Background: an optimization exercise with open tools, aiming at small area. Do not read the settings as production practice. Only simulation tests tie the RTL to the original design; equivalence was not proved. No driver is modelled on the clock port, so clock power and skew are understated where the tree is cut down; a real chip needs a root buffer or a tree. Power figures rest on the tool's default switching activity, not on a simulated workload.

## AXI_raddr
module AXI_raddr(
	aclk,
	areset,
	araddr,
	arlen,
	arvalid,
	arready,
	dma_axi_start,
	dma_axi_raddr_free,
	dma_cfg_saddr,
	dma_cfg_number,
	dma_cfg_sexceed_4k
);
input aclk;
input areset;
output [31:0] araddr;
output [3:0] arlen;
output arvalid;
input arready;
input dma_axi_start;
output dma_axi_raddr_free;
input [31:0] dma_cfg_saddr;
input [13:0] dma_cfg_number;
input dma_cfg_sexceed_4k;
reg busy;
reg [31:0] araddr;
reg [3:0] arlen;
reg len_zero;
reg [13:0] cnt;
reg last;
assign arvalid = busy;
assign dma_axi_raddr_free = ~busy;
genvar i;
wire load = ~busy & dma_axi_start;
wire take = busy & arready & ~len_zero;
wire adv = busy & arready & ~last;
wire [13:0] cnt_in = busy ? cnt : dma_cfg_number;
wire [3:0] sub_lo = busy ? (take ? ~arlen : 4'd0) : 4'hf;
wire sub_hi = ~busy | take;
wire [4:0] cnt_lo = {1'b0, cnt_in[3:0]} + {1'b0, sub_lo};
wire dec = sub_hi & ~cnt_lo[4];
wire [9:0] x = cnt_in[13:4];
wire [13:0] cnt_nx;
assign cnt_nx[3:0] = cnt_lo[3:0];
assign cnt_nx[4] = x[0] ^ dec;
generate
	for (i = 1; i < 10; i = i + 1) begin : g_cnt
		assign cnt_nx[4+i] = x[i] ^ (dec & ~|x[i-1:0]);
	end
endgenerate
wire hi = |x[9:1] | (x[0] ^ dec);
wire [3:0] len_nx = hi ? 4'hf : cnt_lo[3:0];
wire [3:0] s = dma_cfg_saddr[3:0];
wire s_zero = ~|s;
wire num_zero = ~|dma_cfg_number;
wire first_last = dma_cfg_sexceed_4k ?
	(~|dma_cfg_number[13:4] & &(cnt_lo[3:0] ^ s)) :
	(~hi | num_zero);
wire add = adv & ~len_zero;
  ...
==> flow/config.mk <==
export PLATFORM = sky130hd
export DESIGN_NAME = AXI_raddr
export DESIGN_NICKNAME = AXI_raddr
export VERILOG_FILES = /design/flow/design.v
export SDC_FILE = /design/flow/constraint.sdc
export NUM_CORES = 4
export LEC_CHECK = 0
export CAP_MARGIN = 20
export CORE_MARGIN = 2
export CORE_UTILIZATION = 65
export GPL_TIMING_DRIVEN = 0
export SLEW_MARGIN = 20
==> flow/constraint.sdc <==
create_clock -name core_clock -period 5.0 [get_ports {aclk}]
set_input_delay 1.0000 -clock core_clock [delete_from_list [all_inputs] [get_ports {aclk}]]
set_output_delay 1.0000 -clock core_clock [all_outputs]
set_load 0.01 [all_outputs]
standard.sh (not shown) runs the stock make flow with config.mk's settings and CLKGATE_MAP_FILE= SYNTH_SCRIPT=/design/flow/synth_recipe.tcl, a recipe that flattens the netlist after the stock synthesis.
==> flow/flow/run.sh <==
#!/bin/bash
# Standard ORFS layout (the standard.sh) with these changes:
#  - port buffers use the smallest buffer cell (buf_1);
#  - if flow/abc.script exists, ABC maps with it instead of the speed script;
#  - if flow/noadder exists, Yosys leaves adders to ABC (no full/half-adder cells);
#  - if flow/cts_args exists, it replaces the clock_tree_synthesis arguments;
#  - if flow/post_cts.tcl exists, it runs at the end of the CTS step.
set -euo pipefail
here=$(pwd)
if [[ -f flow/abc.script ]]; then
  cp -r "$FLOW_HOME/scripts" "$here/scripts"
  cp flow/abc.script "$here/scripts/abc_speed.script"
  export SCRIPTS_DIR="$here/scripts"
fi
if [[ -f flow/noadder ]]; then export ADDER_MAP_FILE=; fi
if [[ -f flow/cts_args ]]; then export CTS_ARGS="$(cat flow/cts_args)"; fi
if [[ -f flow/post_cts.tcl ]]; then export POST_CTS_TCL="$here/flow/post_cts.tcl"; fi
export BUFFER_PORTS_ARGS="-buffer_cell sky130_fd_sc_hd__buf_1"
bash standard.sh > standard_flow.log 2>&1
==> flow/flow/abc.script <==
strash
dc2
strash
dch -f
amap
==> flow/flow/cts_args <==
-sink_clustering_enable -repair_clock_nets -buf_list sky130_fd_sc_hd__buf_6 -root_buf sky130_fd_sc_hd__buf_6 -dont_use_dummy_load
==> flow/flow/noadder <==
Yosys leaves adders to ABC
==> flow/flow/post_cts.tcl <==
set block [ord::get_db_block]
set port_net [$block findNet aclk]
set loads {}
foreach it [$port_net getITerms] { lappend loads $it }
if { [llength $loads] == 1 } {
  set root [[lindex $loads 0] getInst]
  set master [[$root getMaster] getName]
  set out_net ""
  foreach it [$root getITerms] {
    if { [$it isOutputSignal] } { set out_net [$it getNet] }
  }
  if { ([string match "sky130_fd_sc_hd__clkbuf_*" $master] || [string match "sky130_fd_sc_hd__buf_*" $master]) && $out_net != "" } {
    set sinks {}
    foreach it [$out_net getITerms] {
      if { [$it getInst] != $root } { lappend sinks $it }
    }
    if { [llength $sinks] <= 4 && [llength [$out_net getBTerms]] == 0 } {
      puts "post_cts: removing root clock buffer [$root getName] ($master), port now drives [llength $sinks] pins"
      foreach it $sinks {
        $it disconnect
        $it connect $port_net
      }
      [lindex $loads 0] disconnect
      odb::dbInst_destroy $root
      odb::dbNet_destroy $out_net
    }
  }
}
Next try:
--- a/flow/flow/run.sh
+++ b/flow/flow/run.sh
@@ -6,2 +6 @@
-#  - if flow/cts_args exists, it replaces the clock_tree_synthesis arguments;
-#  - if flow/post_cts.tcl exists, it runs at the end of the CTS step.
+#  - if flow/cts_args exists, it replaces the clock_tree_synthesis arguments.
@@ -17 +15,0 @@
-if [[ -f flow/post_cts.tcl ]]; then export POST_CTS_TCL="$here/flow/post_cts.tcl"; fi
==> flow/flow/cts_args (replaced) <==
-sink_clustering_enable -repair_clock_nets -buf_list sky130_fd_sc_hd__clkbuf_8 -root_buf sky130_fd_sc_hd__clkbuf_8 -dont_use_dummy_load
--- a/flow/config.mk
+++ b/flow/config.mk
@@ -10,2 +10,2 @@
-export CORE_UTILIZATION = 65
-export GPL_TIMING_DRIVEN = 0
+export CORE_UTILIZATION = 70
+export GPL_TIMING_DRIVEN = 1
removed: flow/flow/post_cts.tcl
Power went up by a few percent.
Routed wire length rose by roughly a tenth.
Setup slack is better by 0.079 ns.
Final area rises slightly.
Area after synthesis stays the same.
Next try:
--- a/flow/config.mk
+++ b/flow/config.mk
@@ -10,2 +10,2 @@
-export CORE_UTILIZATION = 70
-export GPL_TIMING_DRIVEN = 1
+export CORE_UTILIZATION = 80
+export GPL_TIMING_DRIVEN = 0
With this change the flow aborted during 3_3_place_gp on GPL-0301.
Synthesized area is unchanged.
Synthesized cell count does not change.
Next try:
==> flow/flow/run.sh (replaced) <==
#!/bin/bash
# Standard ORFS layout with two changes: the port buffers use the smallest
# buffer cell, and (if flow/abc.script exists) ABC maps with an area-oriented script.
set -euo pipefail
here=$(pwd)
if [[ -f flow/abc.script ]]; then
  cp -r "$FLOW_HOME/scripts" "$here/scripts"
  cp flow/abc.script "$here/scripts/abc_speed.script"
  export SCRIPTS_DIR="$here/scripts"
fi
if [[ -f flow/cts_args ]]; then export CTS_ARGS="$(cat flow/cts_args)"; fi
export BUFFER_PORTS_ARGS="-buffer_cell sky130_fd_sc_hd__buf_1"
bash standard.sh > standard_flow.log 2>&1
==> flow/flow/abc.script (replaced) <==
&get -n
&st
&deepsyn -T 60
&put
strash
dch -f
amap
--- a/flow/config.mk
+++ b/flow/config.mk
@@ -10 +10 @@
-export CORE_UTILIZATION = 80
+export CORE_UTILIZATION = 40
removed: flow/flow/noadder
Effect:
- The changed run produced a clean layout
- area after synthesis goes up by 2.9%
- synthesized cell count shrinks by 1.9%

## afterwards: timing with drivers on the ports
The flow's constraints put no driver on any port. The routed layouts listed below were extracted and timed again, unchanged, in two steps.
Step 1 sets driving cells, clkbuf_16 on the clock port and buf_2 on the other inputs (assumed; they add their load-dependent delay and slew).
Step 2 adds t to the input delays and takes it off the output delays; t is the mean of the earliest and latest rising clock arrival at the registers after step 1. Input paths then give back, and output paths get back, about the clock's delay inside the block.
Three values: ideal, step 1, step 2; two values: the first two.
| run | t (ns) | slack for setup (ns) | worst register clock-pin slew, ns |
|---|---|---|---|
| the first run | 0.173 | 0.254 / 0.263 / 0.090 | 0.09 / 0.09 |
| the second run | 0.332 | 0.333 / 0.314 / -0.018 | 0.09 / 0.09 |
| the fourth run | 0.324 | 0.398 / 0.398 / 0.185 | 0.10 / 0.10 |
With both steps, setup timing fails in the second run, where it was met with ideal ports. The setup slack of the second run, which loses most, moves by -0.019 ns with the drivers and by -0.351 ns with both steps.
